This is an optimization exercise on Yosys and OpenROAD, whose aim is small area and a short achievable clock period, not a production implementation.
No functional check of the RTL was part of any run shown here.
Power figures rest on the tool's default switching activity, not on a simulated workload.

==> flow/design.v, too long to show whole: its modules and the start of the top module <==
// module and64: 7 lines
// module or64: 7 lines
// module xnor64: 7 lines
// module xor64_by_1: 7 lines
// module comp_sign_extend: 7 lines
// module set_lsb: 6 lines
// module vadder64: 15 lines
// module shift64: 462 lines
// module lt65: 7 lines
// module gt65: 7 lines
// module mux8_to_1_x64: 38 lines
// module alu64: 532 lines
// module alu64_sync: 48 lines
module alu64_sync(
    input clk,
    input en,
    input MD,
    input [2:0] OP,
    input [63:0] R1,
    input [63:0] R2,
    output reg EQ,
    output reg GT,
    output reg LT,
    output reg OVR,
    output reg [63:0] Q
    );
  // ...
==> flow/flow/run.sh <==
#!/bin/bash
# Standard ORFS layout (the standard.sh), with the port buffers made from the
# smallest buffer cell instead of the one buffer_ports picks by default.
set -euo pipefail
bash standard.sh BUFFER_PORTS_ARGS="-buffer_cell sky130_fd_sc_hd__buf_1" finish > standard.log 2>&1
==> flow/standard.sh <==
#!/bin/bash
# synth_recipe.tcl (not shown) runs the flow's synth.tcl, then flattens the netlist and writes it again
# the make line also repeats each setting of config.mk as NAME=value (left out here)
make -C /OpenROAD-flow-scripts/flow DESIGN_CONFIG=/design/flow/config.mk WORK_HOME=/design/flow/orfs CLKGATE_MAP_FILE= SYNTH_SCRIPT=/design/flow/synth_recipe.tcl "${@:-finish}"
==> flow/config.mk <==
export PLATFORM = sky130hd
export DESIGN_NAME = alu64_sync
export DESIGN_NICKNAME = alu64_sync
export VERILOG_FILES = /design/flow/design.v
export SDC_FILE = /design/flow/constraint.sdc
export NUM_CORES = 4
export LEC_CHECK = 0
export ABC_AREA = 1
export CAP_MARGIN = 20
export CORE_MARGIN = 2
export CORE_UTILIZATION = 55
export CTS_BUF_LIST = sky130_fd_sc_hd__clkbuf_4 sky130_fd_sc_hd__clkbuf_8
export SETUP_SLACK_MARGIN = 1.75
export SLEW_MARGIN = 20
==> flow/constraint.sdc <==
create_clock -name core_clock -period 4.0 [get_ports {clk}]
set_input_delay 0.8000 -clock core_clock [delete_from_list [all_inputs] [get_ports {clk}]]
set_output_delay 0.8000 -clock core_clock [all_outputs]
set_load 0.01 [all_outputs]
==> summary.txt, run 1 <==
- The reported net switching power is around 0.0024 W.
- The worst setup path is of the reg -> reg kind.
- The total count of hold-check failures in the final report came to 0.
- The area taken by flip-flops and latches is approximately 0.0032 mm².
- The required time at the endpoint of the critical path is roughly 4.4 ns.
- Entering global routing, the biggest net connects 67 pins.
- The static leakage is 8.59 nW.
- The final worst setup slack is around 1.7 ns.
- In this run, flip-flops and latches consume 34.4% of the power.
- The portion of the layout cell area used by non-clock buffers is 8.52%.
- For this run, global-route usage on met3 was measured as a little over a tenth.
- The library cell used most frequently in the layout, excluding fill and tap cells, is sky130_fd_sc_hd__nand2_1.
- The region available for standard cell placement spans between 0.02 and 0.03 mm².
- Cells with a size suffix above 1 make up between 10 and 15% of the layout.
- The vertical extent of the die is approximately 170 µm.
- The run finished with no timing, DRC or antenna violations.
- The compound-cell area share of the yosys netlist is between 20% and 30%.
- Global routing used just under 60% of the available met1 tracks.
- The cell count of the worst reg-to-reg path is 11.
- The count of buffers not belonging to the clock network in the layout is 267.
- Summed over all sequential cells, the power is ~0.0020 W.
- The number of synthesized register bits is roughly 160.
- The initialized floorplan defines 61 standard-cell rows.
- In this run, power in combinational logic comes to between 0.002 and 0.0025 W.
- The DRC marker count from the first detailed-route iteration is approximately 3000.
==> module shift64, before the edit <==
module shift64(D, V, FILL, REV, BC, S);
    input [63:0] D;
    input [5:0] V;
    input FILL;
    input REV;
    input [15:1] BC;
    output [63:0] S;
    wire [63:0] fl;
    assign fl[0] = 1'b0;
    assign fl[1] = 1'b0;
    assign fl[2] = 1'b0;
    assign fl[3] = 1'b0;
    assign fl[4] = BC[1];
    assign fl[5] = BC[1] & (&D[4:4]);
    assign fl[6] = BC[1] & (&D[5:4]);
    assign fl[7] = BC[1] & (&D[6:4]);
    assign fl[8] = BC[2];
    assign fl[9] = BC[2] & (&D[8:8]);
    assign fl[10] = BC[2] & (&D[9:8]);
    assign fl[11] = BC[2] & (&D[10:8]);
    assign fl[12] = BC[3];
    assign fl[13] = BC[3] & (&D[12:12]);
    assign fl[14] = BC[3] & (&D[13:12]);
    assign fl[15] = BC[3] & (&D[14:12]);
    assign fl[16] = BC[4];
    assign fl[17] = BC[4] & (&D[16:16]);
    assign fl[18] = BC[4] & (&D[17:16]);
    assign fl[19] = BC[4] & (&D[18:16]);
    assign fl[20] = BC[5];
    assign fl[21] = BC[5] & (&D[20:20]);
    assign fl[22] = BC[5] & (&D[21:20]);
    assign fl[23] = BC[5] & (&D[22:20]);
    assign fl[24] = BC[6];
    assign fl[25] = BC[6] & (&D[24:24]);
    assign fl[26] = BC[6] & (&D[25:24]);
    assign fl[27] = BC[6] & (&D[26:24]);
    assign fl[28] = BC[7];
    assign fl[29] = BC[7] & (&D[28:28]);
    assign fl[30] = BC[7] & (&D[29:28]);
    assign fl[31] = BC[7] & (&D[30:28]);
    assign fl[32] = BC[8];
    assign fl[33] = BC[8] & (&D[32:32]);
    assign fl[34] = BC[8] & (&D[33:32]);
    assign fl[35] = BC[8] & (&D[34:32]);
    assign fl[36] = BC[9];
    assign fl[37] = BC[9] & (&D[36:36]);
    assign fl[38] = BC[9] & (&D[37:36]);
    assign fl[39] = BC[9] & (&D[38:36]);
    assign fl[40] = BC[10];
    assign fl[41] = BC[10] & (&D[40:40]);
    assign fl[42] = BC[10] & (&D[41:40]);
    assign fl[43] = BC[10] & (&D[42:40]);
    assign fl[44] = BC[11];
    assign fl[45] = BC[11] & (&D[44:44]);
    assign fl[46] = BC[11] & (&D[45:44]);
    assign fl[47] = BC[11] & (&D[46:44]);
    assign fl[48] = BC[12];
    assign fl[49] = BC[12] & (&D[48:48]);
    assign fl[50] = BC[12] & (&D[49:48]);
    assign fl[51] = BC[12] & (&D[50:48]);
    assign fl[52] = BC[13];
    assign fl[53] = BC[13] & (&D[52:52]);
    assign fl[54] = BC[13] & (&D[53:52]);
    assign fl[55] = BC[13] & (&D[54:52]);
    assign fl[56] = BC[14];
    assign fl[57] = BC[14] & (&D[56:56]);
    assign fl[58] = BC[14] & (&D[57:56]);
    assign fl[59] = BC[14] & (&D[58:56]);
    assign fl[60] = BC[15];
    assign fl[61] = BC[15] & (&D[60:60]);
    assign fl[62] = BC[15] & (&D[61:60]);
    assign fl[63] = BC[15] & (&D[62:60]);
    wire [63:0] sr1;
    assign sr1[0] = V[1] ? D[2] : D[0];
    assign sr1[1] = V[1] ? D[3] : D[1];
    assign sr1[2] = V[1] ? D[4] : D[2];
    assign sr1[3] = V[1] ? D[5] : D[3];
    assign sr1[4] = V[1] ? D[6] : D[4];
    assign sr1[5] = V[1] ? D[7] : D[5];
    assign sr1[6] = V[1] ? D[8] : D[6];
    assign sr1[7] = V[1] ? D[9] : D[7];
    assign sr1[8] = V[1] ? D[10] : D[8];
    assign sr1[9] = V[1] ? D[11] : D[9];
    assign sr1[10] = V[1] ? D[12] : D[10];
    assign sr1[11] = V[1] ? D[13] : D[11];
    assign sr1[12] = V[1] ? D[14] : D[12];
    assign sr1[13] = V[1] ? D[15] : D[13];
    assign sr1[14] = V[1] ? D[16] : D[14];
    assign sr1[15] = V[1] ? D[17] : D[15];
    assign sr1[16] = V[1] ? D[18] : D[16];
    assign sr1[17] = V[1] ? D[19] : D[17];
    assign sr1[18] = V[1] ? D[20] : D[18];
    assign sr1[19] = V[1] ? D[21] : D[19];
    assign sr1[20] = V[1] ? D[22] : D[20];
    assign sr1[21] = V[1] ? D[23] : D[21];
    assign sr1[22] = V[1] ? D[24] : D[22];
    assign sr1[23] = V[1] ? D[25] : D[23];
    assign sr1[24] = V[1] ? D[26] : D[24];
    assign sr1[25] = V[1] ? D[27] : D[25];
    assign sr1[26] = V[1] ? D[28] : D[26];
    assign sr1[27] = V[1] ? D[29] : D[27];
    assign sr1[28] = V[1] ? D[30] : D[28];
    assign sr1[29] = V[1] ? D[31] : D[29];
    assign sr1[30] = V[1] ? D[32] : D[30];
    assign sr1[31] = V[1] ? D[33] : D[31];
    assign sr1[32] = V[1] ? D[34] : D[32];
    assign sr1[33] = V[1] ? D[35] : D[33];
    assign sr1[34] = V[1] ? D[36] : D[34];
    assign sr1[35] = V[1] ? D[37] : D[35];
    assign sr1[36] = V[1] ? D[38] : D[36];
    assign sr1[37] = V[1] ? D[39] : D[37];
    assign sr1[38] = V[1] ? D[40] : D[38];
    assign sr1[39] = V[1] ? D[41] : D[39];
    assign sr1[40] = V[1] ? D[42] : D[40];
    assign sr1[41] = V[1] ? D[43] : D[41];
    assign sr1[42] = V[1] ? D[44] : D[42];
    assign sr1[43] = V[1] ? D[45] : D[43];
    assign sr1[44] = V[1] ? D[46] : D[44];
    assign sr1[45] = V[1] ? D[47] : D[45];
    assign sr1[46] = V[1] ? D[48] : D[46];
    assign sr1[47] = V[1] ? D[49] : D[47];
    assign sr1[48] = V[1] ? D[50] : D[48];
    assign sr1[49] = V[1] ? D[51] : D[49];
    assign sr1[50] = V[1] ? D[52] : D[50];
    assign sr1[51] = V[1] ? D[53] : D[51];
    assign sr1[52] = V[1] ? D[54] : D[52];
    assign sr1[53] = V[1] ? D[55] : D[53];
    assign sr1[54] = V[1] ? D[56] : D[54];
    assign sr1[55] = V[1] ? D[57] : D[55];
    assign sr1[56] = V[1] ? D[58] : D[56];
    assign sr1[57] = V[1] ? D[59] : D[57];
    assign sr1[58] = V[1] ? D[60] : D[58];
    assign sr1[59] = V[1] ? D[61] : D[59];
    assign sr1[60] = V[1] ? D[62] : D[60];
    assign sr1[61] = V[1] ? D[63] : D[61];
    assign sr1[62] = V[1] ? FILL : D[62];
    assign sr1[63] = V[1] ? FILL : D[63];
    wire [63:0] sr2;
    assign sr2[0] = V[2] ? sr1[4] : sr1[0];
    assign sr2[1] = V[2] ? sr1[5] : sr1[1];
    assign sr2[2] = V[2] ? sr1[6] : sr1[2];
    assign sr2[3] = V[2] ? sr1[7] : sr1[3];
    assign sr2[4] = V[2] ? sr1[8] : sr1[4];
    assign sr2[5] = V[2] ? sr1[9] : sr1[5];
    assign sr2[6] = V[2] ? sr1[10] : sr1[6];
    assign sr2[7] = V[2] ? sr1[11] : sr1[7];
    assign sr2[8] = V[2] ? sr1[12] : sr1[8];
    assign sr2[9] = V[2] ? sr1[13] : sr1[9];
    assign sr2[10] = V[2] ? sr1[14] : sr1[10];
    assign sr2[11] = V[2] ? sr1[15] : sr1[11];
    assign sr2[12] = V[2] ? sr1[16] : sr1[12];
    assign sr2[13] = V[2] ? sr1[17] : sr1[13];
    assign sr2[14] = V[2] ? sr1[18] : sr1[14];
    assign sr2[15] = V[2] ? sr1[19] : sr1[15];
    assign sr2[16] = V[2] ? sr1[20] : sr1[16];
    assign sr2[17] = V[2] ? sr1[21] : sr1[17];
    assign sr2[18] = V[2] ? sr1[22] : sr1[18];
    assign sr2[19] = V[2] ? sr1[23] : sr1[19];
    assign sr2[20] = V[2] ? sr1[24] : sr1[20];
    assign sr2[21] = V[2] ? sr1[25] : sr1[21];
    assign sr2[22] = V[2] ? sr1[26] : sr1[22];
    assign sr2[23] = V[2] ? sr1[27] : sr1[23];
    assign sr2[24] = V[2] ? sr1[28] : sr1[24];
    assign sr2[25] = V[2] ? sr1[29] : sr1[25];
    assign sr2[26] = V[2] ? sr1[30] : sr1[26];
    assign sr2[27] = V[2] ? sr1[31] : sr1[27];
    assign sr2[28] = V[2] ? sr1[32] : sr1[28];
    assign sr2[29] = V[2] ? sr1[33] : sr1[29];
    assign sr2[30] = V[2] ? sr1[34] : sr1[30];
    assign sr2[31] = V[2] ? sr1[35] : sr1[31];
    assign sr2[32] = V[2] ? sr1[36] : sr1[32];
    assign sr2[33] = V[2] ? sr1[37] : sr1[33];
    assign sr2[34] = V[2] ? sr1[38] : sr1[34];
    assign sr2[35] = V[2] ? sr1[39] : sr1[35];
    assign sr2[36] = V[2] ? sr1[40] : sr1[36];
    assign sr2[37] = V[2] ? sr1[41] : sr1[37];
    assign sr2[38] = V[2] ? sr1[42] : sr1[38];
    assign sr2[39] = V[2] ? sr1[43] : sr1[39];
    assign sr2[40] = V[2] ? sr1[44] : sr1[40];
    assign sr2[41] = V[2] ? sr1[45] : sr1[41];
    assign sr2[42] = V[2] ? sr1[46] : sr1[42];
    assign sr2[43] = V[2] ? sr1[47] : sr1[43];
    assign sr2[44] = V[2] ? sr1[48] : sr1[44];
    assign sr2[45] = V[2] ? sr1[49] : sr1[45];
    assign sr2[46] = V[2] ? sr1[50] : sr1[46];
    assign sr2[47] = V[2] ? sr1[51] : sr1[47];
    assign sr2[48] = V[2] ? sr1[52] : sr1[48];
    assign sr2[49] = V[2] ? sr1[53] : sr1[49];
    assign sr2[50] = V[2] ? sr1[54] : sr1[50];
    assign sr2[51] = V[2] ? sr1[55] : sr1[51];
    assign sr2[52] = V[2] ? sr1[56] : sr1[52];
    assign sr2[53] = V[2] ? sr1[57] : sr1[53];
    assign sr2[54] = V[2] ? sr1[58] : sr1[54];
    assign sr2[55] = V[2] ? sr1[59] : sr1[55];
    assign sr2[56] = V[2] ? sr1[60] : sr1[56];
    assign sr2[57] = V[2] ? sr1[61] : sr1[57];
    assign sr2[58] = V[2] ? sr1[62] : sr1[58];
    assign sr2[59] = V[2] ? sr1[63] : sr1[59];
    assign sr2[60] = V[2] ? FILL : sr1[60];
    assign sr2[61] = V[2] ? FILL : sr1[61];
    assign sr2[62] = V[2] ? FILL : sr1[62];
    assign sr2[63] = V[2] ? FILL : sr1[63];
    wire [63:0] sr3;
    assign sr3[0] = V[3] ? sr2[8] : sr2[0];
    assign sr3[1] = V[3] ? sr2[9] : sr2[1];
    assign sr3[2] = V[3] ? sr2[10] : sr2[2];
    assign sr3[3] = V[3] ? sr2[11] : sr2[3];
    assign sr3[4] = V[3] ? sr2[12] : sr2[4];
    assign sr3[5] = V[3] ? sr2[13] : sr2[5];
    assign sr3[6] = V[3] ? sr2[14] : sr2[6];
    assign sr3[7] = V[3] ? sr2[15] : sr2[7];
    assign sr3[8] = V[3] ? sr2[16] : sr2[8];
    assign sr3[9] = V[3] ? sr2[17] : sr2[9];
    assign sr3[10] = V[3] ? sr2[18] : sr2[10];
    assign sr3[11] = V[3] ? sr2[19] : sr2[11];
    assign sr3[12] = V[3] ? sr2[20] : sr2[12];
    assign sr3[13] = V[3] ? sr2[21] : sr2[13];
    assign sr3[14] = V[3] ? sr2[22] : sr2[14];
    assign sr3[15] = V[3] ? sr2[23] : sr2[15];
    assign sr3[16] = V[3] ? sr2[24] : sr2[16];
    assign sr3[17] = V[3] ? sr2[25] : sr2[17];
    assign sr3[18] = V[3] ? sr2[26] : sr2[18];
    assign sr3[19] = V[3] ? sr2[27] : sr2[19];
    assign sr3[20] = V[3] ? sr2[28] : sr2[20];
    assign sr3[21] = V[3] ? sr2[29] : sr2[21];
    assign sr3[22] = V[3] ? sr2[30] : sr2[22];
    assign sr3[23] = V[3] ? sr2[31] : sr2[23];
    assign sr3[24] = V[3] ? sr2[32] : sr2[24];
    assign sr3[25] = V[3] ? sr2[33] : sr2[25];
    assign sr3[26] = V[3] ? sr2[34] : sr2[26];
    assign sr3[27] = V[3] ? sr2[35] : sr2[27];
    assign sr3[28] = V[3] ? sr2[36] : sr2[28];
    assign sr3[29] = V[3] ? sr2[37] : sr2[29];
    assign sr3[30] = V[3] ? sr2[38] : sr2[30];
    assign sr3[31] = V[3] ? sr2[39] : sr2[31];
    assign sr3[32] = V[3] ? sr2[40] : sr2[32];
    assign sr3[33] = V[3] ? sr2[41] : sr2[33];
    assign sr3[34] = V[3] ? sr2[42] : sr2[34];
    assign sr3[35] = V[3] ? sr2[43] : sr2[35];
    assign sr3[36] = V[3] ? sr2[44] : sr2[36];
    assign sr3[37] = V[3] ? sr2[45] : sr2[37];
    assign sr3[38] = V[3] ? sr2[46] : sr2[38];
    assign sr3[39] = V[3] ? sr2[47] : sr2[39];
    assign sr3[40] = V[3] ? sr2[48] : sr2[40];
    assign sr3[41] = V[3] ? sr2[49] : sr2[41];
    assign sr3[42] = V[3] ? sr2[50] : sr2[42];
    assign sr3[43] = V[3] ? sr2[51] : sr2[43];
    assign sr3[44] = V[3] ? sr2[52] : sr2[44];
    assign sr3[45] = V[3] ? sr2[53] : sr2[45];
    assign sr3[46] = V[3] ? sr2[54] : sr2[46];
    assign sr3[47] = V[3] ? sr2[55] : sr2[47];
    assign sr3[48] = V[3] ? sr2[56] : sr2[48];
    assign sr3[49] = V[3] ? sr2[57] : sr2[49];
    assign sr3[50] = V[3] ? sr2[58] : sr2[50];
    assign sr3[51] = V[3] ? sr2[59] : sr2[51];
    assign sr3[52] = V[3] ? sr2[60] : sr2[52];
    assign sr3[53] = V[3] ? sr2[61] : sr2[53];
    assign sr3[54] = V[3] ? sr2[62] : sr2[54];
    assign sr3[55] = V[3] ? sr2[63] : sr2[55];
    assign sr3[56] = V[3] ? FILL : sr2[56];
    assign sr3[57] = V[3] ? FILL : sr2[57];
    assign sr3[58] = V[3] ? FILL : sr2[58];
    assign sr3[59] = V[3] ? FILL : sr2[59];
    assign sr3[60] = V[3] ? FILL : sr2[60];
    assign sr3[61] = V[3] ? FILL : sr2[61];
    assign sr3[62] = V[3] ? FILL : sr2[62];
    assign sr3[63] = V[3] ? FILL : sr2[63];
    wire [63:0] sr4;
    assign sr4[0] = V[4] ? sr3[16] : sr3[0];
    assign sr4[1] = V[4] ? sr3[17] : sr3[1];
    assign sr4[2] = V[4] ? sr3[18] : sr3[2];
    assign sr4[3] = V[4] ? sr3[19] : sr3[3];
    assign sr4[4] = V[4] ? sr3[20] : sr3[4];
    assign sr4[5] = V[4] ? sr3[21] : sr3[5];
    assign sr4[6] = V[4] ? sr3[22] : sr3[6];
    assign sr4[7] = V[4] ? sr3[23] : sr3[7];
    assign sr4[8] = V[4] ? sr3[24] : sr3[8];
    assign sr4[9] = V[4] ? sr3[25] : sr3[9];
    assign sr4[10] = V[4] ? sr3[26] : sr3[10];
    assign sr4[11] = V[4] ? sr3[27] : sr3[11];
    assign sr4[12] = V[4] ? sr3[28] : sr3[12];
    assign sr4[13] = V[4] ? sr3[29] : sr3[13];
    assign sr4[14] = V[4] ? sr3[30] : sr3[14];
    assign sr4[15] = V[4] ? sr3[31] : sr3[15];
    assign sr4[16] = V[4] ? sr3[32] : sr3[16];
    assign sr4[17] = V[4] ? sr3[33] : sr3[17];
    assign sr4[18] = V[4] ? sr3[34] : sr3[18];
    assign sr4[19] = V[4] ? sr3[35] : sr3[19];
    assign sr4[20] = V[4] ? sr3[36] : sr3[20];
    assign sr4[21] = V[4] ? sr3[37] : sr3[21];
    assign sr4[22] = V[4] ? sr3[38] : sr3[22];
    assign sr4[23] = V[4] ? sr3[39] : sr3[23];
    assign sr4[24] = V[4] ? sr3[40] : sr3[24];
    assign sr4[25] = V[4] ? sr3[41] : sr3[25];
    assign sr4[26] = V[4] ? sr3[42] : sr3[26];
    assign sr4[27] = V[4] ? sr3[43] : sr3[27];
    assign sr4[28] = V[4] ? sr3[44] : sr3[28];
    assign sr4[29] = V[4] ? sr3[45] : sr3[29];
    assign sr4[30] = V[4] ? sr3[46] : sr3[30];
    assign sr4[31] = V[4] ? sr3[47] : sr3[31];
    assign sr4[32] = V[4] ? sr3[48] : sr3[32];
    assign sr4[33] = V[4] ? sr3[49] : sr3[33];
    assign sr4[34] = V[4] ? sr3[50] : sr3[34];
    assign sr4[35] = V[4] ? sr3[51] : sr3[35];
    assign sr4[36] = V[4] ? sr3[52] : sr3[36];
    assign sr4[37] = V[4] ? sr3[53] : sr3[37];
    assign sr4[38] = V[4] ? sr3[54] : sr3[38];
    assign sr4[39] = V[4] ? sr3[55] : sr3[39];
    assign sr4[40] = V[4] ? sr3[56] : sr3[40];
    assign sr4[41] = V[4] ? sr3[57] : sr3[41];
    assign sr4[42] = V[4] ? sr3[58] : sr3[42];
    assign sr4[43] = V[4] ? sr3[59] : sr3[43];
    assign sr4[44] = V[4] ? sr3[60] : sr3[44];
    assign sr4[45] = V[4] ? sr3[61] : sr3[45];
    assign sr4[46] = V[4] ? sr3[62] : sr3[46];
    assign sr4[47] = V[4] ? sr3[63] : sr3[47];
    assign sr4[48] = V[4] ? FILL : sr3[48];
    assign sr4[49] = V[4] ? FILL : sr3[49];
    assign sr4[50] = V[4] ? FILL : sr3[50];
    assign sr4[51] = V[4] ? FILL : sr3[51];
    assign sr4[52] = V[4] ? FILL : sr3[52];
    assign sr4[53] = V[4] ? FILL : sr3[53];
    assign sr4[54] = V[4] ? FILL : sr3[54];
    assign sr4[55] = V[4] ? FILL : sr3[55];
    assign sr4[56] = V[4] ? FILL : sr3[56];
    assign sr4[57] = V[4] ? FILL : sr3[57];
    assign sr4[58] = V[4] ? FILL : sr3[58];
    assign sr4[59] = V[4] ? FILL : sr3[59];
    assign sr4[60] = V[4] ? FILL : sr3[60];
    assign sr4[61] = V[4] ? FILL : sr3[61];
    assign sr4[62] = V[4] ? FILL : sr3[62];
    assign sr4[63] = V[4] ? FILL : sr3[63];
    wire [63:0] sr5;
    assign sr5[0] = V[5] ? sr4[32] : sr4[0];
    assign sr5[1] = V[5] ? sr4[33] : sr4[1];
    assign sr5[2] = V[5] ? sr4[34] : sr4[2];
    assign sr5[3] = V[5] ? sr4[35] : sr4[3];
    assign sr5[4] = V[5] ? sr4[36] : sr4[4];
    assign sr5[5] = V[5] ? sr4[37] : sr4[5];
    assign sr5[6] = V[5] ? sr4[38] : sr4[6];
    assign sr5[7] = V[5] ? sr4[39] : sr4[7];
    assign sr5[8] = V[5] ? sr4[40] : sr4[8];
    assign sr5[9] = V[5] ? sr4[41] : sr4[9];
    assign sr5[10] = V[5] ? sr4[42] : sr4[10];
    assign sr5[11] = V[5] ? sr4[43] : sr4[11];
    assign sr5[12] = V[5] ? sr4[44] : sr4[12];
    assign sr5[13] = V[5] ? sr4[45] : sr4[13];
    assign sr5[14] = V[5] ? sr4[46] : sr4[14];
    assign sr5[15] = V[5] ? sr4[47] : sr4[15];
    assign sr5[16] = V[5] ? sr4[48] : sr4[16];
    assign sr5[17] = V[5] ? sr4[49] : sr4[17];
    assign sr5[18] = V[5] ? sr4[50] : sr4[18];
    assign sr5[19] = V[5] ? sr4[51] : sr4[19];
    assign sr5[20] = V[5] ? sr4[52] : sr4[20];
    assign sr5[21] = V[5] ? sr4[53] : sr4[21];
    assign sr5[22] = V[5] ? sr4[54] : sr4[22];
    assign sr5[23] = V[5] ? sr4[55] : sr4[23];
    assign sr5[24] = V[5] ? sr4[56] : sr4[24];
    assign sr5[25] = V[5] ? sr4[57] : sr4[25];
    assign sr5[26] = V[5] ? sr4[58] : sr4[26];
    assign sr5[27] = V[5] ? sr4[59] : sr4[27];
    assign sr5[28] = V[5] ? sr4[60] : sr4[28];
    assign sr5[29] = V[5] ? sr4[61] : sr4[29];
    assign sr5[30] = V[5] ? sr4[62] : sr4[30];
    assign sr5[31] = V[5] ? sr4[63] : sr4[31];
    assign sr5[32] = V[5] ? FILL : sr4[32];
    assign sr5[33] = V[5] ? FILL : sr4[33];
    assign sr5[34] = V[5] ? FILL : sr4[34];
    assign sr5[35] = V[5] ? FILL : sr4[35];
    assign sr5[36] = V[5] ? FILL : sr4[36];
    assign sr5[37] = V[5] ? FILL : sr4[37];
    assign sr5[38] = V[5] ? FILL : sr4[38];
    assign sr5[39] = V[5] ? FILL : sr4[39];
    assign sr5[40] = V[5] ? FILL : sr4[40];
    assign sr5[41] = V[5] ? FILL : sr4[41];
    assign sr5[42] = V[5] ? FILL : sr4[42];
    assign sr5[43] = V[5] ? FILL : sr4[43];
    assign sr5[44] = V[5] ? FILL : sr4[44];
    assign sr5[45] = V[5] ? FILL : sr4[45];
    assign sr5[46] = V[5] ? FILL : sr4[46];
    assign sr5[47] = V[5] ? FILL : sr4[47];
    assign sr5[48] = V[5] ? FILL : sr4[48];
    assign sr5[49] = V[5] ? FILL : sr4[49];
    assign sr5[50] = V[5] ? FILL : sr4[50];
    assign sr5[51] = V[5] ? FILL : sr4[51];
    assign sr5[52] = V[5] ? FILL : sr4[52];
    assign sr5[53] = V[5] ? FILL : sr4[53];
    assign sr5[54] = V[5] ? FILL : sr4[54];
    assign sr5[55] = V[5] ? FILL : sr4[55];
    assign sr5[56] = V[5] ? FILL : sr4[56];
    assign sr5[57] = V[5] ? FILL : sr4[57];
    assign sr5[58] = V[5] ? FILL : sr4[58];
    assign sr5[59] = V[5] ? FILL : sr4[59];
    assign sr5[60] = V[5] ? FILL : sr4[60];
    assign sr5[61] = V[5] ? FILL : sr4[61];
    assign sr5[62] = V[5] ? FILL : sr4[62];
    assign sr5[63] = V[5] ? FILL : sr4[63];
    assign S[0] = (REV ? sr5[63] : sr5[0]) ^ fl[0];
    assign S[1] = (REV ? sr5[62] : sr5[1]) ^ fl[1];
    assign S[2] = (REV ? sr5[61] : sr5[2]) ^ fl[2];
    assign S[3] = (REV ? sr5[60] : sr5[3]) ^ fl[3];
    assign S[4] = (REV ? sr5[59] : sr5[4]) ^ fl[4];
    assign S[5] = (REV ? sr5[58] : sr5[5]) ^ fl[5];
    assign S[6] = (REV ? sr5[57] : sr5[6]) ^ fl[6];
    assign S[7] = (REV ? sr5[56] : sr5[7]) ^ fl[7];
    assign S[8] = (REV ? sr5[55] : sr5[8]) ^ fl[8];
    assign S[9] = (REV ? sr5[54] : sr5[9]) ^ fl[9];
    assign S[10] = (REV ? sr5[53] : sr5[10]) ^ fl[10];
    assign S[11] = (REV ? sr5[52] : sr5[11]) ^ fl[11];
    assign S[12] = (REV ? sr5[51] : sr5[12]) ^ fl[12];
    assign S[13] = (REV ? sr5[50] : sr5[13]) ^ fl[13];
    assign S[14] = (REV ? sr5[49] : sr5[14]) ^ fl[14];
    assign S[15] = (REV ? sr5[48] : sr5[15]) ^ fl[15];
    assign S[16] = (REV ? sr5[47] : sr5[16]) ^ fl[16];
    assign S[17] = (REV ? sr5[46] : sr5[17]) ^ fl[17];
    assign S[18] = (REV ? sr5[45] : sr5[18]) ^ fl[18];
    assign S[19] = (REV ? sr5[44] : sr5[19]) ^ fl[19];
    assign S[20] = (REV ? sr5[43] : sr5[20]) ^ fl[20];
    assign S[21] = (REV ? sr5[42] : sr5[21]) ^ fl[21];
    assign S[22] = (REV ? sr5[41] : sr5[22]) ^ fl[22];
    assign S[23] = (REV ? sr5[40] : sr5[23]) ^ fl[23];
    assign S[24] = (REV ? sr5[39] : sr5[24]) ^ fl[24];
    assign S[25] = (REV ? sr5[38] : sr5[25]) ^ fl[25];
    assign S[26] = (REV ? sr5[37] : sr5[26]) ^ fl[26];
    assign S[27] = (REV ? sr5[36] : sr5[27]) ^ fl[27];
    assign S[28] = (REV ? sr5[35] : sr5[28]) ^ fl[28];
    assign S[29] = (REV ? sr5[34] : sr5[29]) ^ fl[29];
    assign S[30] = (REV ? sr5[33] : sr5[30]) ^ fl[30];
    assign S[31] = (REV ? sr5[32] : sr5[31]) ^ fl[31];
    assign S[32] = (REV ? sr5[31] : sr5[32]) ^ fl[32];
    assign S[33] = (REV ? sr5[30] : sr5[33]) ^ fl[33];
    assign S[34] = (REV ? sr5[29] : sr5[34]) ^ fl[34];
    assign S[35] = (REV ? sr5[28] : sr5[35]) ^ fl[35];
    assign S[36] = (REV ? sr5[27] : sr5[36]) ^ fl[36];
    assign S[37] = (REV ? sr5[26] : sr5[37]) ^ fl[37];
    assign S[38] = (REV ? sr5[25] : sr5[38]) ^ fl[38];
    assign S[39] = (REV ? sr5[24] : sr5[39]) ^ fl[39];
    assign S[40] = (REV ? sr5[23] : sr5[40]) ^ fl[40];
    assign S[41] = (REV ? sr5[22] : sr5[41]) ^ fl[41];
    assign S[42] = (REV ? sr5[21] : sr5[42]) ^ fl[42];
    assign S[43] = (REV ? sr5[20] : sr5[43]) ^ fl[43];
    assign S[44] = (REV ? sr5[19] : sr5[44]) ^ fl[44];
    assign S[45] = (REV ? sr5[18] : sr5[45]) ^ fl[45];
    assign S[46] = (REV ? sr5[17] : sr5[46]) ^ fl[46];
    assign S[47] = (REV ? sr5[16] : sr5[47]) ^ fl[47];
    assign S[48] = (REV ? sr5[15] : sr5[48]) ^ fl[48];
    assign S[49] = (REV ? sr5[14] : sr5[49]) ^ fl[49];
    assign S[50] = (REV ? sr5[13] : sr5[50]) ^ fl[50];
    assign S[51] = (REV ? sr5[12] : sr5[51]) ^ fl[51];
    assign S[52] = (REV ? sr5[11] : sr5[52]) ^ fl[52];
    assign S[53] = (REV ? sr5[10] : sr5[53]) ^ fl[53];
    assign S[54] = (REV ? sr5[9] : sr5[54]) ^ fl[54];
    assign S[55] = (REV ? sr5[8] : sr5[55]) ^ fl[55];
    assign S[56] = (REV ? sr5[7] : sr5[56]) ^ fl[56];
    assign S[57] = (REV ? sr5[6] : sr5[57]) ^ fl[57];
    assign S[58] = (REV ? sr5[5] : sr5[58]) ^ fl[58];
    assign S[59] = (REV ? sr5[4] : sr5[59]) ^ fl[59];
    assign S[60] = (REV ? sr5[3] : sr5[60]) ^ fl[60];
    assign S[61] = (REV ? sr5[2] : sr5[61]) ^ fl[61];
    assign S[62] = (REV ? sr5[1] : sr5[62]) ^ fl[62];
    assign S[63] = (REV ? sr5[0] : sr5[63]) ^ fl[63];
endmodule
==> module alu64_sync, before the edit <==
module alu64_sync(
    input clk,
    input en,
    input MD,
    input [2:0] OP,
    input [63:0] R1,
    input [63:0] R2,
    output reg EQ,
    output reg GT,
    output reg LT,
    output reg OVR,
    output reg [63:0] Q
    );
	reg [63:0] D_r;
	reg [5:1] V_r;
	reg FILL_r, REV_r, SLT_r, SGT_r, LT_r, EQ_r, OVR_r;
	reg [15:1] BC_r;
	wire [63:0] D_w, S_w;
	wire [5:0] V_w;
	wire FILL_w, REV_w, SLT_w, SGT_w, LT_w, EQ_w, OVR_w;
	wire [15:1] BC_w;
	wire GT_1 = ~(LT_r | EQ_r);
	always @(posedge clk)
	begin
		D_r <= D_w;
		V_r <= V_w[5:1];
		FILL_r <= FILL_w;
		REV_r <= REV_w;
		BC_r <= BC_w;
		SLT_r <= SLT_w;
		SGT_r <= SGT_w;
		LT_r <= LT_w;
		EQ_r <= EQ_w;
		OVR_r <= OVR_w;
		EQ <= EQ_r;
		GT <= GT_1;
		LT <= LT_r;
		OVR <= OVR_r;
		Q <= {S_w[63:1], S_w[0] | (SLT_r & LT_r) | (SGT_r & GT_1)};
	end
	alu64 u_front (
		.en(en), .MD(MD), .OP(OP), .R1(R1), .R2(R2),
		.D(D_w), .V(V_w), .FILL(FILL_w), .REV(REV_w), .BC(BC_w),
		.SLT(SLT_w), .SGT(SGT_w), .LT(LT_w), .EQ(EQ_w), .OVR(OVR_w));
	shift64 u_back (
		.D(D_r), .V({V_r, 1'b0}), .FILL(FILL_r), .REV(REV_r), .BC(BC_r),
		.S(S_w));
endmodule
==> run 2, diff against run 1 <==
--- a/flow/design.v
+++ b/flow/design.v
@@ -57,21 +57,22 @@
 	 assign S = out[63:0];
 	 assign Cout = out[64];
 	 always @(*)
 	 begin
 		out = A + B + Cin;
 	 end
 endmodule
 `timescale 1ns / 1ps
-module shift64(D, V, FILL, REV, BC, S);
+module shift64(D, V, FILL, REV, ADD, BC, S);
     input [63:0] D;
     input [5:0] V;
     input FILL;
     input REV;
+    input ADD;
     input [15:1] BC;
     output [63:0] S;
     wire [63:0] fl;
     assign fl[0] = 1'b0;
     assign fl[1] = 1'b0;
     assign fl[2] = 1'b0;
     assign fl[3] = 1'b0;
     assign fl[4] = BC[1];
@@ -454,80 +455,80 @@
     assign sr5[56] = V[5] ? FILL : sr4[56];
     assign sr5[57] = V[5] ? FILL : sr4[57];
     assign sr5[58] = V[5] ? FILL : sr4[58];
     assign sr5[59] = V[5] ? FILL : sr4[59];
     assign sr5[60] = V[5] ? FILL : sr4[60];
     assign sr5[61] = V[5] ? FILL : sr4[61];
     assign sr5[62] = V[5] ? FILL : sr4[62];
     assign sr5[63] = V[5] ? FILL : sr4[63];
-    assign S[0] = (REV ? sr5[63] : sr5[0]) ^ fl[0];
-    assign S[1] = (REV ? sr5[62] : sr5[1]) ^ fl[1];
-    assign S[2] = (REV ? sr5[61] : sr5[2]) ^ fl[2];
-    assign S[3] = (REV ? sr5[60] : sr5[3]) ^ fl[3];
-    assign S[4] = (REV ? sr5[59] : sr5[4]) ^ fl[4];
-    assign S[5] = (REV ? sr5[58] : sr5[5]) ^ fl[5];
-    assign S[6] = (REV ? sr5[57] : sr5[6]) ^ fl[6];
-    assign S[7] = (REV ? sr5[56] : sr5[7]) ^ fl[7];
-    assign S[8] = (REV ? sr5[55] : sr5[8]) ^ fl[8];
-    assign S[9] = (REV ? sr5[54] : sr5[9]) ^ fl[9];
-    assign S[10] = (REV ? sr5[53] : sr5[10]) ^ fl[10];
-    assign S[11] = (REV ? sr5[52] : sr5[11]) ^ fl[11];
-    assign S[12] = (REV ? sr5[51] : sr5[12]) ^ fl[12];
-    assign S[13] = (REV ? sr5[50] : sr5[13]) ^ fl[13];
-    assign S[14] = (REV ? sr5[49] : sr5[14]) ^ fl[14];
-    assign S[15] = (REV ? sr5[48] : sr5[15]) ^ fl[15];
-    assign S[16] = (REV ? sr5[47] : sr5[16]) ^ fl[16];
-    assign S[17] = (REV ? sr5[46] : sr5[17]) ^ fl[17];
-    assign S[18] = (REV ? sr5[45] : sr5[18]) ^ fl[18];
-    assign S[19] = (REV ? sr5[44] : sr5[19]) ^ fl[19];
-    assign S[20] = (REV ? sr5[43] : sr5[20]) ^ fl[20];
-    assign S[21] = (REV ? sr5[42] : sr5[21]) ^ fl[21];
-    assign S[22] = (REV ? sr5[41] : sr5[22]) ^ fl[22];
-    assign S[23] = (REV ? sr5[40] : sr5[23]) ^ fl[23];
-    assign S[24] = (REV ? sr5[39] : sr5[24]) ^ fl[24];
-    assign S[25] = (REV ? sr5[38] : sr5[25]) ^ fl[25];
-    assign S[26] = (REV ? sr5[37] : sr5[26]) ^ fl[26];
-    assign S[27] = (REV ? sr5[36] : sr5[27]) ^ fl[27];
-    assign S[28] = (REV ? sr5[35] : sr5[28]) ^ fl[28];
-    assign S[29] = (REV ? sr5[34] : sr5[29]) ^ fl[29];
-    assign S[30] = (REV ? sr5[33] : sr5[30]) ^ fl[30];
-    assign S[31] = (REV ? sr5[32] : sr5[31]) ^ fl[31];
-    assign S[32] = (REV ? sr5[31] : sr5[32]) ^ fl[32];
-    assign S[33] = (REV ? sr5[30] : sr5[33]) ^ fl[33];
-    assign S[34] = (REV ? sr5[29] : sr5[34]) ^ fl[34];
-    assign S[35] = (REV ? sr5[28] : sr5[35]) ^ fl[35];
-    assign S[36] = (REV ? sr5[27] : sr5[36]) ^ fl[36];
-    assign S[37] = (REV ? sr5[26] : sr5[37]) ^ fl[37];
-    assign S[38] = (REV ? sr5[25] : sr5[38]) ^ fl[38];
-    assign S[39] = (REV ? sr5[24] : sr5[39]) ^ fl[39];
-    assign S[40] = (REV ? sr5[23] : sr5[40]) ^ fl[40];
-    assign S[41] = (REV ? sr5[22] : sr5[41]) ^ fl[41];
-    assign S[42] = (REV ? sr5[21] : sr5[42]) ^ fl[42];
-    assign S[43] = (REV ? sr5[20] : sr5[43]) ^ fl[43];
-    assign S[44] = (REV ? sr5[19] : sr5[44]) ^ fl[44];
-    assign S[45] = (REV ? sr5[18] : sr5[45]) ^ fl[45];
-    assign S[46] = (REV ? sr5[17] : sr5[46]) ^ fl[46];
-    assign S[47] = (REV ? sr5[16] : sr5[47]) ^ fl[47];
-    assign S[48] = (REV ? sr5[15] : sr5[48]) ^ fl[48];
-    assign S[49] = (REV ? sr5[14] : sr5[49]) ^ fl[49];
-    assign S[50] = (REV ? sr5[13] : sr5[50]) ^ fl[50];
-    assign S[51] = (REV ? sr5[12] : sr5[51]) ^ fl[51];
-    assign S[52] = (REV ? sr5[11] : sr5[52]) ^ fl[52];
-    assign S[53] = (REV ? sr5[10] : sr5[53]) ^ fl[53];
-    assign S[54] = (REV ? sr5[9] : sr5[54]) ^ fl[54];
-    assign S[55] = (REV ? sr5[8] : sr5[55]) ^ fl[55];
-    assign S[56] = (REV ? sr5[7] : sr5[56]) ^ fl[56];
-    assign S[57] = (REV ? sr5[6] : sr5[57]) ^ fl[57];
-    assign S[58] = (REV ? sr5[5] : sr5[58]) ^ fl[58];
-    assign S[59] = (REV ? sr5[4] : sr5[59]) ^ fl[59];
-    assign S[60] = (REV ? sr5[3] : sr5[60]) ^ fl[60];
-    assign S[61] = (REV ? sr5[2] : sr5[61]) ^ fl[61];
-    assign S[62] = (REV ? sr5[1] : sr5[62]) ^ fl[62];
-    assign S[63] = (REV ? sr5[0] : sr5[63]) ^ fl[63];
+    assign S[0] = ADD ? (D[0] ^ fl[0]) : sr5[0];
+    assign S[1] = ADD ? (D[1] ^ fl[1]) : sr5[1];
+    assign S[2] = ADD ? (D[2] ^ fl[2]) : sr5[2];
+    assign S[3] = ADD ? (D[3] ^ fl[3]) : sr5[3];
+    assign S[4] = ADD ? (D[4] ^ fl[4]) : sr5[4];
+    assign S[5] = ADD ? (D[5] ^ fl[5]) : sr5[5];
+    assign S[6] = ADD ? (D[6] ^ fl[6]) : sr5[6];
+    assign S[7] = ADD ? (D[7] ^ fl[7]) : sr5[7];
+    assign S[8] = ADD ? (D[8] ^ fl[8]) : sr5[8];
+    assign S[9] = ADD ? (D[9] ^ fl[9]) : sr5[9];
+    assign S[10] = ADD ? (D[10] ^ fl[10]) : sr5[10];
+    assign S[11] = ADD ? (D[11] ^ fl[11]) : sr5[11];
+    assign S[12] = ADD ? (D[12] ^ fl[12]) : sr5[12];
+    assign S[13] = ADD ? (D[13] ^ fl[13]) : sr5[13];
+    assign S[14] = ADD ? (D[14] ^ fl[14]) : sr5[14];
+    assign S[15] = ADD ? (D[15] ^ fl[15]) : sr5[15];
+    assign S[16] = ADD ? (D[16] ^ fl[16]) : sr5[16];
+    assign S[17] = ADD ? (D[17] ^ fl[17]) : sr5[17];
+    assign S[18] = ADD ? (D[18] ^ fl[18]) : sr5[18];
+    assign S[19] = ADD ? (D[19] ^ fl[19]) : sr5[19];
+    assign S[20] = ADD ? (D[20] ^ fl[20]) : sr5[20];
+    assign S[21] = ADD ? (D[21] ^ fl[21]) : sr5[21];
+    assign S[22] = ADD ? (D[22] ^ fl[22]) : sr5[22];
+    assign S[23] = ADD ? (D[23] ^ fl[23]) : sr5[23];
+    assign S[24] = ADD ? (D[24] ^ fl[24]) : sr5[24];
+    assign S[25] = ADD ? (D[25] ^ fl[25]) : sr5[25];
+    assign S[26] = ADD ? (D[26] ^ fl[26]) : sr5[26];
+    assign S[27] = ADD ? (D[27] ^ fl[27]) : sr5[27];
+    assign S[28] = ADD ? (D[28] ^ fl[28]) : sr5[28];
+    assign S[29] = ADD ? (D[29] ^ fl[29]) : sr5[29];
+    assign S[30] = ADD ? (D[30] ^ fl[30]) : sr5[30];
+    assign S[31] = ADD ? (D[31] ^ fl[31]) : sr5[31];
+    assign S[32] = ADD ? (D[32] ^ fl[32]) : sr5[32];
+    assign S[33] = ADD ? (D[33] ^ fl[33]) : sr5[33];
+    assign S[34] = ADD ? (D[34] ^ fl[34]) : sr5[34];
+    assign S[35] = ADD ? (D[35] ^ fl[35]) : sr5[35];
+    assign S[36] = ADD ? (D[36] ^ fl[36]) : sr5[36];
+    assign S[37] = ADD ? (D[37] ^ fl[37]) : sr5[37];
+    assign S[38] = ADD ? (D[38] ^ fl[38]) : sr5[38];
+    assign S[39] = ADD ? (D[39] ^ fl[39]) : sr5[39];
+    assign S[40] = ADD ? (D[40] ^ fl[40]) : sr5[40];
+    assign S[41] = ADD ? (D[41] ^ fl[41]) : sr5[41];
+    assign S[42] = ADD ? (D[42] ^ fl[42]) : sr5[42];
+    assign S[43] = ADD ? (D[43] ^ fl[43]) : sr5[43];
+    assign S[44] = ADD ? (D[44] ^ fl[44]) : sr5[44];
+    assign S[45] = ADD ? (D[45] ^ fl[45]) : sr5[45];
+    assign S[46] = ADD ? (D[46] ^ fl[46]) : sr5[46];
+    assign S[47] = ADD ? (D[47] ^ fl[47]) : sr5[47];
+    assign S[48] = ADD ? (D[48] ^ fl[48]) : sr5[48];
+    assign S[49] = ADD ? (D[49] ^ fl[49]) : sr5[49];
+    assign S[50] = ADD ? (D[50] ^ fl[50]) : sr5[50];
+    assign S[51] = ADD ? (D[51] ^ fl[51]) : sr5[51];
+    assign S[52] = ADD ? (D[52] ^ fl[52]) : sr5[52];
+    assign S[53] = ADD ? (D[53] ^ fl[53]) : sr5[53];
+    assign S[54] = ADD ? (D[54] ^ fl[54]) : sr5[54];
+    assign S[55] = ADD ? (D[55] ^ fl[55]) : sr5[55];
+    assign S[56] = ADD ? (D[56] ^ fl[56]) : sr5[56];
+    assign S[57] = ADD ? (D[57] ^ fl[57]) : sr5[57];
+    assign S[58] = ADD ? (D[58] ^ fl[58]) : sr5[58];
+    assign S[59] = ADD ? (D[59] ^ fl[59]) : sr5[59];
+    assign S[60] = ADD ? (D[60] ^ fl[60]) : sr5[60];
+    assign S[61] = ADD ? (D[61] ^ fl[61]) : sr5[61];
+    assign S[62] = ADD ? (D[62] ^ fl[62]) : sr5[62];
+    assign S[63] = ADD ? (D[63] ^ fl[63]) : sr5[63];
 endmodule
 `timescale 1ns / 1ps
 module lt65(
     input [64:0] a,
     input [64:0] b,
     output a_lt_b
     );
 	assign a_lt_b = $signed(a) < $signed(b);
@@ -575,26 +576,27 @@
 		end
 		else
 		begin
 			out = XD;
 		end
 	end
 endmodule
 `timescale 1ns / 1ps
-module alu64(en, MD, OP, R1, R2, D, V, FILL, REV, BC, SLT, SGT, LT, EQ, OVR);
+module alu64(en, MD, OP, R1, R2, D, V, FILL, REV, ADD, BC, SLT, SGT, LT, EQ, OVR);
     input en;
     input MD;
     input [2:0] OP;
     input [63:0] R1;
     input [63:0] R2;
     output [63:0] D;       
     output [5:0] V;        
     output FILL;           
     output REV;            
+    output ADD;            
     output [15:1] BC;       
     output SLT;            
     output SGT;            
     output LT;
     output EQ;
     output OVR;
     wire [63:0] a = R1;
     wire [63:0] b = R2;
@@ -873,22 +875,21 @@
     assign bc[11] = BG3_10;
     assign bc[12] = BG3_11;
     assign bc[13] = BG3_12;
     assign bc[14] = BG3_13;
     assign bc[15] = BG3_14;
     assign bc[16] = BG3_15;
     wire [63:0] s0 = p ^ cl;
     assign OVR = bc[16];
-    wire [63:0] x = a ^ b;
-    wire [63:0] lg;    
-    wire [63:0] le;    
-    assign lg[62:0] = ~a[62:0] & x[62:0];
-    assign lg[63] = x[63] & (a[63] ^ MD);
-    assign le = ~x;
+    wire [63:0] lg;
+    wire [63:0] le;
+    assign lg[62:0] = ~a[62:0] & p[62:0];
+    assign lg[63] = a[63] & p[63];
+    assign le = ~p;
     wire CL0_0 = lg[1] | (le[1] & lg[0]);
     wire CE0_0 = le[1] & le[0];
     wire CL0_1 = lg[3] | (le[3] & lg[2]);
     wire CE0_1 = le[3] & le[2];
     wire CL0_2 = lg[5] | (le[5] & lg[4]);
     wire CE0_2 = le[5] & le[4];
     wire CL0_3 = lg[7] | (le[7] & lg[6]);
     wire CE0_3 = le[7] & le[6];
@@ -1005,18 +1006,21 @@
     wire CL3_3 = CL2_7 | (CE2_7 & CL2_6);
     wire CE3_3 = CE2_7 & CE2_6;
     wire CL4_0 = CL3_1 | (CE3_1 & CL3_0);
     wire CE4_0 = CE3_1 & CE3_0;
     wire CL4_1 = CL3_3 | (CE3_3 & CL3_2);
     wire CE4_1 = CE3_3 & CE3_2;
     wire CL5_0 = CL4_1 | (CE4_1 & CL4_0);
     wire CE5_0 = CE4_1 & CE4_0;
-    assign LT = CL5_0;
-    assign EQ = CE5_0;
+    wire lt0 = CL5_0;
+    wire eq0 = CE5_0;
+    wire eq1 = &p;
+    assign LT = MD ? ~OVR : lt0;
+    assign EQ = MD ? eq1 : eq0;
     wire s_add = en & (OP == 3'b000);
     wire s_shl = en & (OP == 3'b001);
     wire s_shr = en & (OP == 3'b101);
     wire op_x = en & (OP == 3'b100);
     wire op_o = en & (OP == 3'b110);
     wire op_a = en & (OP == 3'b111);
     wire pas = ~en;
     wire sh0 = b[0];
@@ -1024,16 +1028,17 @@
     wire shr_b = s_shr & sh0;     
     wire shl_a = s_shl & ~sh0;    
     wire shl_b = s_shl & sh0;     
     wire t01 = op_x | op_o;
     wire t10 = op_x | op_o | pas | shr_a;
     wire t11 = op_o | op_a | pas | shr_a;
     assign SLT = en & (OP == 3'b010);
     assign SGT = en & (OP == 3'b011);
+    assign ADD = s_add;
     assign REV = s_shl;
     assign FILL = s_shr & MD & a[63];
     assign V = {(s_shl | s_shr) ? b[5:1] : 5'd0, 1'b0};
     assign BC[1] = s_add & bc[1];
     assign BC[2] = s_add & bc[2];
     assign BC[3] = s_add & bc[3];
     assign BC[4] = s_add & bc[4];
     assign BC[5] = s_add & bc[5];
@@ -1119,45 +1124,53 @@
     input MD,
     input [2:0] OP,
     input [63:0] R1,
     input [63:0] R2,
     output reg EQ,
     output reg GT,
     output reg LT,
     output reg OVR,
-    output reg [63:0] Q
+    output [63:0] Q
     );
 	reg [63:0] D_r;
 	reg [5:1] V_r;
-	reg FILL_r, REV_r, SLT_r, SGT_r, LT_r, EQ_r, OVR_r;
+	reg FILL_r, REV_r, ADD_r, SLT_r, SGT_r, LT_r, EQ_r, OVR_r;
 	reg [15:1] BC_r;
+	reg [63:0] Q2;
+	reg REV2;
 	wire [63:0] D_w, S_w;
 	wire [5:0] V_w;
-	wire FILL_w, REV_w, SLT_w, SGT_w, LT_w, EQ_w, OVR_w;
+	wire FILL_w, REV_w, ADD_w, SLT_w, SGT_w, LT_w, EQ_w, OVR_w;
 	wire [15:1] BC_w;
 	wire GT_1 = ~(LT_r | EQ_r);
 	always @(posedge clk)
 	begin
 		D_r <= D_w;
 		V_r <= V_w[5:1];
 		FILL_r <= FILL_w;
 		REV_r <= REV_w;
+		ADD_r <= ADD_w;
 		BC_r <= BC_w;
 		SLT_r <= SLT_w;
 		SGT_r <= SGT_w;
 		LT_r <= LT_w;
 		EQ_r <= EQ_w;
 		OVR_r <= OVR_w;
 		EQ <= EQ_r;
 		GT <= GT_1;
 		LT <= LT_r;
 		OVR <= OVR_r;
-		Q <= {S_w[63:1], S_w[0] | (SLT_r & LT_r) | (SGT_r & GT_1)};
+		Q2 <= {S_w[63:1], S_w[0] | (SLT_r & LT_r) | (SGT_r & GT_1)};
+		REV2 <= REV_r;
 	end
+	genvar i;
+	generate for (i = 0; i < 64; i = i + 1) begin : g_q
+		assign Q[i] = REV2 ? Q2[63 - i] : Q2[i];
+	end endgenerate
 	alu64 u_front (
 		.en(en), .MD(MD), .OP(OP), .R1(R1), .R2(R2),
-		.D(D_w), .V(V_w), .FILL(FILL_w), .REV(REV_w), .BC(BC_w),
+		.D(D_w), .V(V_w), .FILL(FILL_w), .REV(REV_w), .ADD(ADD_w), .BC(BC_w),
 		.SLT(SLT_w), .SGT(SGT_w), .LT(LT_w), .EQ(EQ_w), .OVR(OVR_w));
 	shift64 u_back (
-		.D(D_r), .V({V_r, 1'b0}), .FILL(FILL_r), .REV(REV_r), .BC(BC_r),
+		.D(D_r), .V({V_r, 1'b0}), .FILL(FILL_r), .REV(REV_r), .ADD(ADD_r), .BC(BC_r),
 		.S(S_w));
 endmodule
==> flow/config.mk (replaced) <==
export PLATFORM = sky130hd
export DESIGN_NAME = alu64_sync
export DESIGN_NICKNAME = alu64_sync
export VERILOG_FILES = /design/flow/design.v
export SDC_FILE = /design/flow/constraint.sdc
export NUM_CORES = 4
export LEC_CHECK = 0
export ABC_AREA = 1
export CAP_MARGIN = 20
export CORE_MARGIN = 2
export CORE_UTILIZATION = 50
export CTS_BUF_LIST = sky130_fd_sc_hd__clkbuf_4 sky130_fd_sc_hd__clkbuf_8
export SETUP_SLACK_MARGIN = 1.7
export SLEW_MARGIN = 20
==> run 2 against run 1 <==
Still clean on timing, DRC and antenna. Area after synthesis grew 1.8%. Cell count grew 3.7%. Clock power shrank 3%. Flip-flop and latch count grew 2. Sequential share of layout area grew 0.30 points. Utilization shrank 7.6 points.
==> summary.txt, run 2 <==
- The synthesized instance count is 2822 (was 2715).
- The maximum cell stage delay along the critical path is 0.47 ns (was 0.42 ns).
- The row count came to 65 (was 61).
- The overall routed net length is 69900 µm (was 69100 µm).
- The max-slew violation count is 0 (unchanged).
- The switching part of the total power is 44.9% (was 42.3%).
- The count of H-tree levels built during CTS is 4 (unchanged).
- The clock transition at the registers of the reported paths is 0.11 ns (was 0.08 ns).
- Cell chain of the critical path: buf_16 > nor2_1 > a21oi_1 > nand2_1 > o21ai_1 > o21ai_0 > o211ai_1 > o21ai_1 > o21ai_1 (was clkbuf_16 > o21ai_0 > nand2_1 > nand2_1 > a21oi_1 > o21ai_0 > nand2_1 > nand3_1 > nand2_1 > nand2_1 > nand2_1).
- The accumulated negative setup slack came to 0 ns (unchanged).
- The cell count of the worst reg-to-reg path came to 9 (was 11).
- The number of buffer and inverter stages on the critical path is 1 (unchanged).
- The category of the most critical setup path was reg -> reg (unchanged).
- Biggest area contributors in the synthesized netlist: sky130_fd_sc_hd__nand2_1 (22%), sky130_fd_sc_hd__dfxtp_1 (20%), sky130_fd_sc_hd__o21ai_0 (9.2%) (was sky130_fd_sc_hd__nand2_1 (22%), sky130_fd_sc_hd__dfxtp_1 (21%), sky130_fd_sc_hd__nand3_1 (11%)).
- The synthesized area divided by synthesized cell count is 5.59 µm² (was 5.70 µm²).
- The count of yosys warnings during synthesis came to 1 (unchanged).
- The total count of hold-check failures in the final report is 0 (unchanged).
- The number of synthesized flops with an enable pin came to 0 (unchanged).
- The proportion of power drawn by the clock network came to 23.6% (was 23.9%).
- Commonest non-fill, non-tap cells in the layout: sky130_fd_sc_hd__nand2_1 (894), sky130_fd_sc_hd__inv_1 (295), sky130_fd_sc_hd__o21ai_0 (261) (was sky130_fd_sc_hd__nand2_1 (895), sky130_fd_sc_hd__nand3_1 (319), sky130_fd_sc_hd__inv_1 (243)).
- The sequential power share came to 36.0% (was 34.4%).
- The synthesized netlist net count is 2971 (was 2881).
- The number of nets in the final layout was 3109 (was 3032).
- The most used standard cell by instance count after synthesis is sky130_fd_sc_hd__nand2_1 (unchanged).
- The count of unique library cells instantiated by Yosys came to 47 (was 51).
- The max-slew headroom at the worst pin is 29.2% (was 49.3%).
- The area share of the largest cell type after synthesis is 21.9% (was 22.2%).
- The slew at the pin with the worst max-slew slack is 1.06 ns (was 0.759 ns).
- The kind of cell adding the most delay to the critical path is compound AO/OA/AOI/OAI gates (was simple AND/OR/NAND/NOR gates).
- The static leakage is 8.73 nW (was 8.59 nW).
- The sequential share of the synthesized area is 20.4% (was 20.6%).
- The wire length per cell after detailed routing is 20.7 µm (was 21.2 µm).
- The share of flip-flops with an asynchronous set or reset after synthesis came to 0% (unchanged).
- The HPWL reported at the end of detailed placement is 49500 µm (was 49700 µm).
- The number of antenna repair diodes is 0 (was 1).
- The overall power was 0.00554 W (was 0.00566 W).
- The internal power component came to 0.00306 W (was 0.00327 W).
- The post-synthesis to final-layout area growth came to 14.6% (was 17.1%).
- The highest net fanout along the worst path is 34 (was 21).
- The count of cells along the worst hold path came to 0 (unchanged).
- The clock tree from TritonCTS is yes (unchanged).
- Top flop regs: D_r: 64 flops, Q2: 64 flops, BC_r: 15 flops (was D_r: 64 flops, Q: 64 flops, BC_r: 15 flops).
- The kind of path behind the tightest hold check is reg -> reg (unchanged).
- The clock latency on the worst-skew pair is 0.51 ns (was 0.50 ns).
- The fill cell instance count of the final layout was 3243 (was 2771).
- The most frequent cell on the critical path is sky130_fd_sc_hd__o21ai_1 (was sky130_fd_sc_hd__nand2_1).
- The number of nets with antenna violations after routing was 0 (unchanged).
- The final estimated routing congestion in global placement is 1.03 (was 1.06).
- The top-level port count was 202 (unchanged).
- The most common flop cell mapped by yosys is sky130_fd_sc_hd__dfxtp_1 (unchanged).
- The initial antenna violation count is 1 (unchanged).
- The number of remaining DRC errors was 0 (unchanged).
- The global routing usage summed across all routing layers came to 40.3% (was 44.1%).
- The DRC marker count from the first detailed-route iteration was 2831 (was 3024).
- The library cell occupying the most area in the post-synthesis netlist is sky130_fd_sc_hd__nand2_1 (unchanged).
- The via count of the first global-routing pass is 18200 (was 18000).
- The required time at the endpoint of the critical path came to 4.43 ns (was 4.37 ns).
- The post-route fraction of the period consumed by the critical path was 59.7% (was 57.7%).
- The overall die area is 0.0330 mm² (was 0.0295 mm²).
- The share of the core filled with cells in the final layout is 57.7% (was 65.3%).
- The share of final-layout standard cells stronger than drive strength 1 came to 10.0% (was 12.1%).
- Most numerous cell types in the synthesized netlist: sky130_fd_sc_hd__nand2_1 (920), sky130_fd_sc_hd__inv_1 (314), sky130_fd_sc_hd__o21ai_0 (290) (was sky130_fd_sc_hd__nand2_1 (916), sky130_fd_sc_hd__nand3_1 (340), sky130_fd_sc_hd__inv_1 (270)).
- The vertical extent of the die is 182 µm (was 172 µm).
- Result of the run: finished clean (unchanged).
- The area of the core is 0.0313 mm² (was 0.0278 mm²).
- The clock tree buffer depth is 2 (unchanged).
- The per-cell via count in the routed design is 6.16 (was 6.45).
- The maximum number of pins on one net before global-route repair was 69 (was 67).
- The total stage count of the critical path was 9 (was 11).
- The detailed-routing iteration count for the pre-antenna-repair pass was 9 (was 13).
- The nature of the critical path endpoint is a register (unchanged).
- The maximum clock rate was 0.419 GHz (was 0.433 GHz).
- The number of synthesized register bits is 161 (was 159).
- The commonest non-fill, non-tap cell in the layout is sky130_fd_sc_hd__nand2_1 (unchanged).
- The total number of vias is 20800 (was 21000).
- The post-layout instance area was 0.0181 mm² (about the same).
- The startpoint type of the worst setup path is a register (unchanged).
- The number of setup violations in the final report is 0 (unchanged).
- The global-route wire length before repair is 103000 µm (was 99800 µm).
- The maximum resistive drop on vdd is 0.223 mV (was 0.205 mV).
- The reported net switching power is 0.00249 W (was 0.00239 W).
- The overall overflow remaining after global route was 0 (unchanged).
- The total power per unit cell area is 307 mW/mm² (was 312 mW/mm²).
- The initial cell density of the core is 50.3% (was 55.7%).
- The cell with the biggest individual delay on the critical path is sky130_fd_sc_hd__dfxtp_4 (unchanged).
- The arrival time at the worst endpoint came to 2.81 ns (was 2.67 ns).
- The cell area reported after detailed placement is 0.0167 mm² (was 0.0166 mm²).
- The buffer type at the clock tree root was sky130_fd_sc_hd__clkbuf_8 (unchanged).
- The cell area after synthesis is 0.0158 mm² (was 0.0155 mm²).
- The post-route clock skew is 0.0254 ns (was 0.0301 ns).
- The number of max-cap violations is 0 (unchanged).
- The sink count of the clock tree came to 161 (was 159).
- The part of the power in combinational logic came to 40.4% (was 41.8%).
- The die extent in x is 182 µm (was 172 µm).
- Setup repair after global routing missed its margin: yes (unchanged).
- The count of port buffers added during placement came to 201 (unchanged).
- The number of CTS-inserted buffers is 17 (unchanged).
- The clock period minus worst slack is 2.39 ns (was 2.31 ns).
[run 2: cell count changes after synthesis, sizes merged, moves of 32 or more]
| cell | previous run | this run |
|---|---|---|
| a21oi | 117 | 204 |
| inv | 277 | 327 |
| nand3 | 340 | 222 |
| nor2 | 154 | 186 |
| o2111ai | 28 | 60 |
| o21ai | 222 | 295 |
[run 2: power by group through the flow]
stage          registers [W]  logic (W)  clock network, W
2_1_floorplan        0.00193    0.00135                 0
3_3_place_gp         0.00202    0.00199                 0
3_5_place_dp         0.00203    0.00201                 0
4_1_cts              0.00198    0.00208           0.00131
5_1_grt              0.00201    0.00244           0.00137
6_report             0.00199    0.00224           0.00131
[run 2: stage by stage]
step | worst slack (ns) | cells | hold slack [ns]
2_1_floorplan | 1.75 | 2822 | 0.310
3_3_place_gp | 0.801 | 3310 | 0.311
3_5_place_dp | 0.791 | 3310 | 0.325
4_1_cts | 1.68 | 3356 | 0.333
5_1_grt | 1.60 | 3375 | 0.338
6_report | 1.61 | 3375 | 0.334
[run 2: routing by layer]
layer	GRT usage, %	vias up	share of wire, %
li1	-	9740	-
met1	55.1	9338	41
met2	60.9	1431	42
met3	7.20	268	12
met4	20.1	2	5.6
met5	0	-	0.019
[run 2: cell type report]
type                    instances  area (µm²)  area share [%]
clock buffers                  18         248            1.37
clock inverters                14         160           0.887
inverters                     328        1260            6.99
multi-input cells            2185       11000            60.7
flip-flops and latches        161        3230            17.9
well taps                     402         503            2.78
repair buffers                267        1690            9.36
[run 2: cells by family (layout without fill, tap and decap cells)]
logic type	after synthesis	count (layout)	share of synthesized area [%]
xor gates and xnor gates	19	19	1.06
and+or+nand+nor	1390	1390	36.2
AOI/OAI and AO/OA	736	736	27.5
DFF	161	161	20.4
muxes	25	25	1.59
buffers and inverters	476	627	12.0
adders and majority gates	15	15	1.19
[run 2: final timing paths]
check	startpoint	end	slack, ns
min reg2reg	REV_r	REV2	0.33
max	V_r[1]	Q2[24]	1.61
max reg2reg	V_r[1]	Q2[24]	1.61
min	REV_r	REV2	0.33
[run 2: worst register-to-register path: stages, from the launching register on]
cell and delay, ns:
sky130_fd_sc_hd__dfxtp_4 0.47, sky130_fd_sc_hd__buf_16 0.21, sky130_fd_sc_hd__nor2_1 0.09, sky130_fd_sc_hd__a21oi_1 0.28, sky130_fd_sc_hd__nand2_1 0.08, sky130_fd_sc_hd__o21ai_1 0.19, sky130_fd_sc_hd__o21ai_0 0.16, sky130_fd_sc_hd__o211ai_1 0.26
sky130_fd_sc_hd__o21ai_1 0.30, sky130_fd_sc_hd__o21ai_1 0.27
[run 2: what timing repair did]
item	in CTS	in global routing
pin swaps	4	12
resized for setup	61	155
setup buffers	10	14
hold buffers	0	0
endpoints found under the setup margin	124	125
gates cloned	4	5

==> re-timing with driven ports <==
How much do the figures lean on ideal ports? The routed layouts below were timed once more, with nothing changed but the port constraints. Step 1 sets driving cells, clkbuf_16 on the clock port and buf_2 on the other inputs (assumed; they add their load-dependent delay and slew). Step 2 times the ports against the registers' clock, not the clock port: input delays grow and output delays shrink by t, the midpoint of the rising clock arrivals with the driver on. a / b / c = ideal / step 1 / step 2; a / b = the first two.
| run | shift t [ns] | setup WS [ns] | worst setup path after step 2 |
|---|---|---|---|
| run 1 | 0.516 | 1.693 / 1.693 / 1.245 | input to register |
| run 2 | 0.542 | 1.614 / 1.614 / 1.185 | input to register |
After both steps setup and hold are still met in every run listed. The setup slack of run 1, which loses most, moves by 0.000 ns with the drivers and by -0.448 ns with both steps.
